Context: an optimization exercise on an open-source flow, tuned for small area, a short achievable clock period and few clock cycles per item. The choices shown serve that exercise and are no tape-out recipe.
The RTL was checked by simulation tests, not by an equivalence proof against the original design.
Power and IR drop assume default switching activity.

Design alu32, start of the top module:
module alu32 #(
  parameter K = 2      
) (
input clk,
input reset,
input start,
input [31:0] A,
input [31:0] B,
input [2:0] S,
output done,
output [31:0] R
);
Size in the first run: ~41 flip-flops, ~100 I/O pins, about 12000 um2 of cells after synthesis.
Settings: LEC_CHECK=0, ABC_AREA=1, CAP_MARGIN=20, CORE_MARGIN=2, CORE_UTILIZATION=55, SLEW_MARGIN=20; clock period 24.0 ns.
standard.sh (not shown) runs the stock make flow with config.mk's settings and CLKGATE_MAP_FILE= SYNTH_SCRIPT=/design/flow/synth_recipe.tcl, a recipe that flattens the netlist after the stock synthesis.
==> flow/flow/run.sh <==
#!/bin/bash
# The standard layout, with the port buffers that it inserts on every input
# and output made plain buf_2 cells instead of the resizer's default choice.
set -euo pipefail
export BUFFER_PORTS_ARGS="-buffer_cell sky130_fd_sc_hd__buf_2"
bash standard.sh > standard_flow.log 2>&1
Testbench counts at the start, summed over its fixed seeds: cycles 5,650, mods 1,200.
Edit:
==> flow/run.sh (new file) <==
#!/bin/bash
# synth_recipe.tcl (not shown) runs the flow's synth.tcl, then flattens the netlist and writes it again
# the make line also repeats each setting of config.mk as NAME=value (left out here)
make -C /OpenROAD-flow-scripts/flow DESIGN_CONFIG=/design/flow/config.mk WORK_HOME=/design/flow/orfs CLKGATE_MAP_FILE= SYNTH_SCRIPT=/design/flow/synth_recipe.tcl finish
removed: flow/flow/run.sh
removed: flow/standard.sh
Effect: The changed run completed without violations; cell area went up by about 4%; wire length fell by 0.32%; critical path depth rises by 3; combinational power is about the same; core utilization grows by 2.3 points; setup slack gets worse by 1.3 ns; global-route usage is higher by 0.13 points; via count hardly moves; final cell count stays flat; register-to-register slack gets better by 0.18 ns; sequential power decreases by about 2%.


Setup of 09-16:
Another version of the RTL of alu32 (not shown whole).
Size in the first run: roughly 1900 cells after synthesis, ~100 I/O pins, ~11000 sq um of cells after synthesis.
==> flow/config.mk <==
export PLATFORM = sky130hd
export DESIGN_NAME = alu32
export DESIGN_NICKNAME = alu32
export VERILOG_FILES = /design/flow/design.v
export SDC_FILE = /design/flow/constraint.sdc
export NUM_CORES = 4
export LEC_CHECK = 0
export ABC_AREA = 1
export CAP_MARGIN = 20
export CORE_MARGIN = 2
export CORE_UTILIZATION = 55
export CTS_BUF_LIST = sky130_fd_sc_hd__clkbuf_4 sky130_fd_sc_hd__clkbuf_8
export SLEW_MARGIN = 20
==> flow/constraint.sdc <==
create_clock -name core_clock -period 24.0 [get_ports {clk}]
set_input_delay 4.8000 -clock core_clock [delete_from_list [all_inputs] [get_ports {clk}]]
set_output_delay 4.8000 -clock core_clock [all_outputs]
set_load 0.01 [all_outputs]
==> flow/flow/run.sh <==
#!/bin/bash
set -euo pipefail
export BUFFER_PORTS_ARGS="-buffer_cell sky130_fd_sc_hd__buf_2"
export SETUP_SLACK_MARGIN=11.8
bash standard.sh > standard_flow.log 2>&1
No stage failed in 09-16, and the final checks on the layout all came back clean.
Testbench counts of 09-16, summed over its fixed seeds: cycles 5,650, mods 1,200.
Changes in 01-09 relative to 09-16:
# 09-16
export LEC_CHECK = 0
export ABC_AREA = 1
export CAP_MARGIN = 20
export CORE_MARGIN = 2
export CORE_UTILIZATION = 55
export CTS_BUF_LIST = sky130_fd_sc_hd__clkbuf_4 sky130_fd_sc_hd__clkbuf_8
export SLEW_MARGIN = 20
create_clock -name core_clock -period 24.0 [get_ports {clk}]
# 01-09
export LEC_CHECK = 0
export ABC_AREA = 1
export CAP_MARGIN = 20
export CORE_MARGIN = 2
export CORE_UTILIZATION = 55
export CTS_BUF_LIST = sky130_fd_sc_hd__clkbuf_4 sky130_fd_sc_hd__clkbuf_8
export PLACE_DENSITY = 0.75
export SLEW_MARGIN = 20
create_clock -name core_clock -period 24.0 [get_ports {clk}]
--- a/flow/flow/run.sh
+++ b/flow/flow/run.sh
@@ -4 +4 @@
-export SETUP_SLACK_MARGIN=11.8
+export SETUP_SLACK_MARGIN=11.5
### Flow results
Synthesized-area fraction occupied by and/or/nand/nor cells came out exactly the same in 09-16 and 01-09.
Compared to 09-16, 01-09 leaves more free space in the core.
01-09 reports a higher multi-input logic portion of the cell area than 09-16 does.
On 01-09: final cycle utilization of the critical path is 0.67 points higher than what 09-16 gave.
Placer's final routability congestion estimate (lower): 09-16
The worst hold margin of 01-09 exceeds that of 09-16 by 0.012 ns.
Every run in the comparison, 09-16 and 01-09, completed the flow with a clean layout.
Global-route usage (lower): 01-09
Layout clock buffer count: 01-09 vs 09-16 down 2
Comparing 09-16 and 01-09, the higher buffering overhead is on 09-16.
Total power: 09-16 and 01-09 compared, lower one is 01-09


Setup of indigo:
alu32, a different RTL version from the one above (not shown whole).
For scale: about 100 I/O pins, about 11000 um2 of cells after synthesis.
Settings: LEC_CHECK=0, ABC_AREA=0, CAP_MARGIN=20, CORE_MARGIN=2, CORE_UTILIZATION=55, SLEW_MARGIN=20; clock period 24.0 ns.
==> flow/flow/run.sh <==
#!/bin/bash
# The standard layout, with plain buf_2 port buffers, and timing repair
# aiming past the period.
set -euo pipefail
export BUFFER_PORTS_ARGS="-buffer_cell sky130_fd_sc_hd__buf_2"
export SETUP_SLACK_MARGIN=11.5
bash standard.sh > standard_flow.log 2>&1
Testbench counts of indigo, summed over its fixed seeds: cycles 5,650, mods 1,200.
Inputs modified between indigo and fjord:
- a change of ABC_AREA from 0 to 1
==> comparison <==
Compared with indigo, fjord shows power lower by about 15%.
indigo ended up with compound AO/OA/AOI/OAI gates as its dominant combinational cell family by area after synthesis; fjord ended up with simple AND/OR/NAND/NOR gates.
Between indigo and fjord, the flow reports power consumed by sequential cells decreasing by a little under 10%.
Diff indigo -> fjord | highest attainable clock frequency | increase of about 6.5%
Global-route total usage across every layer, indigo and fjord, lower one = fjord.
Non-clock buffer count, indigo and fjord, lower one = fjord.


Setup of rev 12:
The RTL this note starts from:
==> flow/design.v <==
module alu_logic (
input  [31:0] A,
input  [31:0] B,
input  [2:0]  S,
output [31:0] sum,
output [31:0] lres
);
  wire        sub = ~S[0];    
  wire [31:0] bx  = B ^ {32{sub}};
  wire [31:0] g0  = A & bx;
  wire [31:0] p0  = A ^ bx;
  reg  [31:0] G, P;
  integer l, i;
  always @* begin
    G = g0; P = p0;
    G[0] = g0[0] | (p0[0] & sub);
    for (l = 0; l < 5; l = l + 1)
      for (i = 0; i < 32; i = i + 1)
        if ((i >> l) & 1) begin
          G[i] = G[i] | (P[i] & G[((i >> l) << l) - 1]);
          P[i] = P[i] & P[((i >> l) << l) - 1];
        end
  end
  wire [31:0] c  = {G[30:0], sub};
  wire [31:0] s  = p0 ^ c;
  wire        slt = (S[1:0] == 2'b00);
  assign sum = slt ? {31'd0, s[31]} : s;
  wire [31:0] o = p0 | g0;
  assign lres = S[1] ? (S[0] ? ~o : ~p0) : (S[0] ? o : A & ~g0);
endmodule
module mod_msb (
input  [31:0] x,
output [4:0]  m
);
  wire [15:0] v1, p1;
  wire [7:0]  v2;
  wire [15:0] p2;
  wire [3:0]  v3;
  wire [11:0] p3;
  wire [1:0]  v4;
  wire [7:0]  p4;
  genvar i;
  generate
    for (i = 0; i < 16; i = i + 1) begin : l1
      assign v1[i] = x[2*i+1] | x[2*i];
      assign p1[i] = x[2*i+1];
    end
    for (i = 0; i < 8; i = i + 1) begin : l2
      assign v2[i] = v1[2*i+1] | v1[2*i];
      assign p2[2*i+1:2*i] = {v1[2*i+1], v1[2*i+1] ? p1[2*i+1] : p1[2*i]};
    end
    for (i = 0; i < 4; i = i + 1) begin : l3
      assign v3[i] = v2[2*i+1] | v2[2*i];
      assign p3[3*i+2:3*i] = {v2[2*i+1], v2[2*i+1] ? p2[4*i+3:4*i+2] : p2[4*i+1:4*i]};
    end
    for (i = 0; i < 2; i = i + 1) begin : l4
      assign v4[i] = v3[2*i+1] | v3[2*i];
      assign p4[4*i+3:4*i] = {v3[2*i+1], v3[2*i+1] ? p3[6*i+5:6*i+3] : p3[6*i+2:6*i]};
    end
  endgenerate
  assign m = {v4[1], v4[1] ? p4[7:4] : p4[3:0]};
endmodule
module mod_step (
input  [31:0] r,
input         a,
input  [31:0] b,
output [31:0] y
);
  wire [32:0] x = {r, a};
  wire [32:0] nb = {1'b1, ~b};
  wire [32:0] g0 = x & nb;
  wire [32:0] p0 = x ^ nb;
  reg  [32:0] G, P;
  integer l, i;
  always @* begin
    G = g0; P = p0;
    G[0] = g0[0] | p0[0];
    for (l = 1; l < 33; l = l * 2)
      for (i = 2*l - 1; i < 33; i = i + 2*l) begin
        G[i] = G[i] | (P[i] & G[i-l]);
        P[i] = P[i] & P[i-l];
      end
    for (l = 16; l >= 1; l = l / 2)
      for (i = 3*l - 1; i < 33; i = i + 2*l) begin
        G[i] = G[i] | (P[i] & G[i-l]);
        P[i] = P[i] & P[i-l];
      end
  end
  wire [32:0] c = {G[31:0], 1'b1};
  wire nob = G[32];    
  wire [31:0] d = p0[31:0] ^ c[31:0];
  assign y = nob ? d : x[31:0];
endmodule
module alu32 (
input clk,
input reset,
input start,
input [31:0] A,
input [31:0] B,
input [2:0] S,
output done,
output [31:0] R
);
  wire [31:0] sum;
  wire [31:0] lres;
  alu_logic u_alu (.A(A), .B(B), .S(S), .sum(sum), .lres(lres));
  wire [4:0] la, lb;
  mod_msb ua (.x(A), .m(la));
  mod_msb ub (.x(B), .m(lb));
  wire [5:0] df = {1'b0, la} - {1'b0, lb};
  wire [4:0] gs = df[5] ? 5'd0 : ((df[4:0] + 5'd1) >> 1) | {df[4:0] == 5'd31, 4'd0};
  reg          busy;
  reg          done_r;
  reg [4:0]    g;
  reg [31:0]   rem;
  wire        first = ~busy & ~done_r;
  wire [4:0]  gc    = first ? gs : g;
  wire [65:0] a_sh  = {32'd0, A, 2'b00} >> {gc, 1'b0};
  reg  [1:0]  c_r;     
  wire [31:0] y1, y;
  mod_step u1 (.r(rem), .a(c_r[1]), .b(B), .y(y1));
  mod_step u2 (.r(first ? {1'b0, a_sh[33:3]} : y1), .a(first ? a_sh[2] : c_r[0]), .b(B), .y(y));
  always @(posedge clk or posedge reset) begin
    if (reset) begin
      busy <= 1'b0; done_r <= 1'b0;
    end else if (!start) begin
      busy <= 1'b0; done_r <= 1'b0;
    end else if (!done_r) begin
      if (gc == 5'd0) begin busy <= 1'b0; done_r <= 1'b1; end
      else busy <= 1'b1;
    end
  end
  always @(posedge clk) begin
    g   <= gc - 5'd1;
    c_r <= a_sh[1:0];
    if (start && !done_r) rem <= y;
  end
  assign done = done_r;
  assign R = (S == 3'b111) ? rem : (S[2] ? sum : lres);
endmodule
export LEC_CHECK = 0
export ABC_AREA = 1
export CAP_MARGIN = 20
export CORE_MARGIN = 2
export CORE_UTILIZATION = 62
export CTS_BUF_LIST = sky130_fd_sc_hd__clkbuf_4 sky130_fd_sc_hd__clkbuf_8
export SLEW_MARGIN = 20
create_clock -name core_clock -period 24.0 [get_ports {clk}]
==> flow/flow/run.sh <==
#!/bin/bash
set -euo pipefail
export BUFFER_PORTS_ARGS="-buffer_cell sky130_fd_sc_hd__buf_2"
export SETUP_SLACK_MARGIN=11.5
bash standard.sh > standard_flow.log 2>&1
Testbench counts of rev 12, summed over its fixed seeds: cycles 5,650, mods 1,200.
[inputs] rev 13 vs rev 12
Settings: CORE_UTILIZATION changed from 62 to 55; PLACE_DENSITY newly set to 0.75.
==> flow/flow/run.sh <==
#!/bin/bash
set -euo pipefail
export BUFFER_PORTS_ARGS="-buffer_cell sky130_fd_sc_hd__buf_2"
export SETUP_SLACK_MARGIN=11.0
bash standard.sh > standard_flow.log 2>&1
Pin count of the biggest net entering global routing (lower): rev 12. In rev 13 the wire length turned out about 4% lower than in rev 12. Reported for rev 13 and rev 12, final routed DRC violation total turned out identical to the last digit. Compared with rev 12, in rev 13 relative area of clock buffers and inverters in the final design increased by 0.15 points relative to the old numbers; design area decreased by 150 µm² relative to the old numbers; total internal power closely matched the old numbers. Rev 13 completed; timing, DRC and antenna clean. Relative to rev 12, sum of internal, switching and leakage power decreased by about 1.4% in rev 13. Compared with rev 12, in rev 13 sequential share of layout area about even, worst hold slack about even. Switching part of the total power is lower on rev 13.

port drivers added, routing unchanged:
The results above use ideal ports. As a check the final layouts listed here were re-extracted and re-timed, cells and wires unchanged.
Step 1 (the two cells are an assumption about what drives the block):
set clk [get_ports {clk}]
set_driving_cell -lib_cell sky130_fd_sc_hd__clkbuf_16 $clk
set_driving_cell -lib_cell sky130_fd_sc_hd__buf_2 [delete_from_list [all_inputs] $clk]
Step 2 adds t to the input delays and takes it off the output delays; t is the mean of the earliest and latest rising clock arrival at the registers after step 1. Input paths then give back, and output paths get back, about the clock's delay inside the block.
Three values: ideal, step 1, step 2; two values: the first two.
| run | t, ns | setup WS [ns] | worst data-port slew with drivers (ns) |
|---|---|---|---|
| the first run of note 1 | 0.330 | 10.531 / 10.512 / 10.512 | 0.06 |
| the second run of note 1 | 0.335 | 9.221 / 9.197 / 9.197 | 0.06 |
| 09-16 | 0.353 | 11.822 / 11.752 / 11.752 | 0.07 |
| 01-09 | 0.357 | 11.661 / 11.638 / 11.638 | 0.03 |
| indigo | 0.343 | 10.378 / 10.325 / 10.325 | 0.07 |
| fjord | 0.335 | 11.211 / 11.164 / 11.164 | 0.06 |
| rev 12 | 0.347 | 11.646 / 11.624 / 11.624 | 0.03 |
| rev 13 | 0.353 | 11.170 / 11.146 / 11.146 | 0.04 |
After both steps setup and hold are still met in every run listed. The setup slack of 09-16, which loses most, moves by -0.070 ns with the drivers and by -0.070 ns with both steps.
